This design comes from an exercise in tuning for small area on the open sky130 flow, not from production work. Function was checked by simulation only, so behaviour that the tests miss may differ from the original. Power is estimated from default activity; no workload was simulated.

==> flow/design.v <==
module i2c_slave (
    input clk,
    input rst,
    input sda_in,
    input scl,
    output reg [7:0] addr,    
    output tx,                
    output [2:0] bitk,        
    output ackdrv             
  );
  localparam [1:0] M_ID = 2'd0, M_RX = 2'd1, M_TX = 2'd2, M_MISC = 2'd3;
  localparam [2:0] S_IDLE = 3'd0,    
                   S_ACKW = 3'd2,    
                   S_AWW  = 3'd3,    
                   S_ACKR = 3'd4,    
                   S_AWR  = 3'd5,    
                   S_RACK = 3'd6,    
                   S_RAW  = 3'd7;    
  reg [2:0] scl_s, sda_s;
  reg [5:0] rx;           
  reg [1:0] m;
  reg [2:0] c;
  wire rise = scl_s[1] & ~scl_s[2];
  wire fall = ~scl_s[1] & scl_s[2];
  wire sb = sda_s[2];
  wire start_c = scl_s[2] & sda_s[2] & ~sda_s[1];
  wire stop_c = scl_s[2] & ~sda_s[2] & sda_s[1];
  wire [5:0] rx_n = rise ? {rx[4:0], sb} : rx;
  wire id_bit = (c == 3'd0) || (c == 3'd2);
  reg [1:0] nm;
  reg [2:0] nc;
  reg ld, inc;
  always @* begin
    nm = m;
    nc = c;
    ld = 1'b0;
    inc = 1'b0;
    case (m)
      M_ID: if (rise) begin
        nc = c + 3'd1;
        if (c == 3'd7) begin
          nm = M_MISC;
          nc = sb ? S_ACKR : S_ACKW;
        end else if (sb != id_bit) begin
          nm = M_MISC;
          nc = S_IDLE;
        end
      end
      M_RX: if (rise) begin
        nc = c + 3'd1;
        if (c == 3'd7) begin
          nm = M_MISC;
          nc = S_ACKW;
          ld = 1'b1;
        end
      end
      M_TX: if (fall) begin
        nc = c + 3'd1;
        if (c == 3'd7) begin
          nm = M_MISC;
          nc = S_RACK;
        end
      end
      default: case (c)
        S_ACKW, S_ACKR: if (fall) nc = c + 3'd1;
        S_AWW: if (fall) begin
          nm = M_RX;
          nc = 3'd0;
        end
        S_AWR, S_RAW: if (fall) begin
          nm = M_TX;
          nc = 3'd0;
        end
        S_RACK: if (rise) begin
          nc = S_RAW;
          inc = 1'b1;
        end
        default: ;
      endcase
    endcase
    if (start_c) begin
      nm = M_ID;
      nc = 3'd0;
    end else if (stop_c) begin
      nm = M_MISC;
      nc = S_IDLE;
    end
  end
  always @(posedge clk) begin
    scl_s <= {scl_s[1:0], scl};
    sda_s <= {sda_s[1:0], sda_in};
    rx <= rx_n;
    if (rst) begin
      m <= M_MISC;
      c <= S_IDLE;
    end else begin
      m <= nm;
      c <= nc;
    end
    addr <= ld ? {1'b0, rx[5:0], sb} : rst ? 8'd0 : addr + {7'd0, inc};
  end
  assign tx = (m == M_TX);
  assign bitk = c;
  assign ackdrv = (m == M_MISC) && (c == S_AWW || c == S_AWR);
endmodule
module edid_rom (
    input clk,
    input rst,
    input sda_in,
    output sda_oe,
    input scl
  );
  wire [7:0] addr;
  wire tx;
  wire [2:0] bitk;
  wire ackdrv;
  i2c_slave i2c (
    .clk(clk),
    .rst(rst),
    .sda_in(sda_in),
    .scl(scl),
    .addr(addr),
    .tx(tx),
    .bitk(bitk),
    .ackdrv(ackdrv)
  );
  localparam [1023:0] EDID = 1024'h5f00504ef62e9676f6b204f656f6b2003f00000004040404040450009005180a7800bf00000004508aec1c4c420a04caaaca8200ff0000000404502e1ea62a049eb6b6ae22007f000000808080808080808080808080808003810000002a0ab0e405f2eac5ad385c1e447ca5c08018180080003214c5962000ffffffffffff00;
  wire bit_q = addr[7] | EDID[{addr[6:0], bitk}];
  assign sda_oe = ackdrv | (tx & ~bit_q);
endmodule
export LEC_CHECK = 0
export CAP_MARGIN = 20
export CORE_MARGIN = 2
export CORE_UTILIZATION = 40
export GPL_TIMING_DRIVEN = 0
export SLEW_MARGIN = 20
create_clock -name core_clock -period 5.0 [get_ports {clk}]
standard.sh (not shown) runs the stock make flow with config.mk's settings and CLKGATE_MAP_FILE= SYNTH_SCRIPT=/design/flow/synth_recipe.tcl, a recipe that flattens the netlist after the stock synthesis.
==> flow/flow/run.sh <==
#!/bin/bash
# Own layout flow: the standard ORFS flow (standard.sh) with these changes:
# * synthesis maps the logic with an area-oriented ABC script (flow/abc.script),
#   run once per &deepsyn seed, keeping the smallest result (patch_synth.py);
#   Yosys's adder extraction is skipped (ADDER_MAP_FILE empty). Registers, their
#   names and cell types are those of the standard synthesis.
# * the ports are buffered as in the standard flow, with buf_1 cells;
# * clock tree synthesis uses clkbuf_8 and no dummy loads (flow/cts_args).
set -euo pipefail
W=$(pwd)
python3 "$W/flow/patch_synth.py" "$FLOW_HOME/scripts/synth.tcl" "$W/synth_mod.tcl" > "$W/patch_synth.log" 2>&1
sed 's|source \$::env(SCRIPTS_DIR)/synth.tcl|source $::env(MY_SYNTH_TCL)|' "$W/synth_recipe.tcl" > "$W/my_synth.tcl"
grep -q 'MY_SYNTH_TCL' "$W/my_synth.tcl"
export MY_SYNTH_TCL="$W/synth_mod.tcl"
export MY_ABC_SCRIPT="$W/flow/abc.script"
export MY_ABC_SEEDS="0 1 2 3 4 5"
EXTRA="ADDER_MAP_FILE= 'BUFFER_PORTS_ARGS=-buffer_cell sky130_fd_sc_hd__buf_1'"
if [[ -f "$W/flow/cts_args" ]]; then
  EXTRA="$EXTRA 'CTS_ARGS=$(cat "$W/flow/cts_args")'"
fi
sed "s#SYNTH_SCRIPT=[^ ]*#SYNTH_SCRIPT=$W/my_synth.tcl $EXTRA#" "$W/standard.sh" > "$W/my_standard.sh"
grep -q 'my_synth.tcl' "$W/my_standard.sh"
bash "$W/my_standard.sh" finish > "$W/flow_make.log" 2>&1
Other scripts of this flow, unchanged in this note and not shown: flow/flow/abc.script, flow/flow/cts_args, flow/flow/patch_synth.py
Next try:
--- a/flow/flow/run.sh
+++ b/flow/flow/run.sh
@@ -14,5 +14,5 @@
 export MY_SYNTH_TCL="$W/synth_mod.tcl"
 export MY_ABC_SCRIPT="$W/flow/abc.script"
-export MY_ABC_SEEDS="0 1 2 3 4 5"
+export MY_ABC_SEEDS="0 1 2 3 4 5 6 7 8 9"
 EXTRA="ADDER_MAP_FILE= 'BUFFER_PORTS_ARGS=-buffer_cell sky130_fd_sc_hd__buf_1'"
 if [[ -f "$W/flow/cts_args" ]]; then
Effect: The new run finished with timing, DRC and antenna clean. Sequential power barely changes. Power went up by about 1.8%. Combinational power went up by 17%. Clock power barely changes. Hold slack barely changes.

-- port drivers added, routing unchanged --
How much do the figures lean on ideal ports? The routed layouts below were timed once more, with nothing changed but the port constraints. Step 1, drivers: a clkbuf_16 drives clk and a buf_2 each remaining input, both assumed. Step 2 times the ports against the registers' clock, not the clock port: input delays grow and output delays shrink by t, the midpoint of the rising clock arrivals with the driver on. a / b / c = no drivers / after step 1 / after step 2; a / b = the first two.
run	t, ns	slack for setup (ns)	worst setup path after step 2	worst register clock-pin slew, ns	worst slew at a driven data input, ns
the first run	0.288	0.289 / 0.267 / 0.555	register to output	0.09 / 0.09	0.03
the second run	0.285	0.409 / 0.383 / 0.668	register to output	0.09 / 0.09	0.03
After both steps every run listed still meets setup and hold.
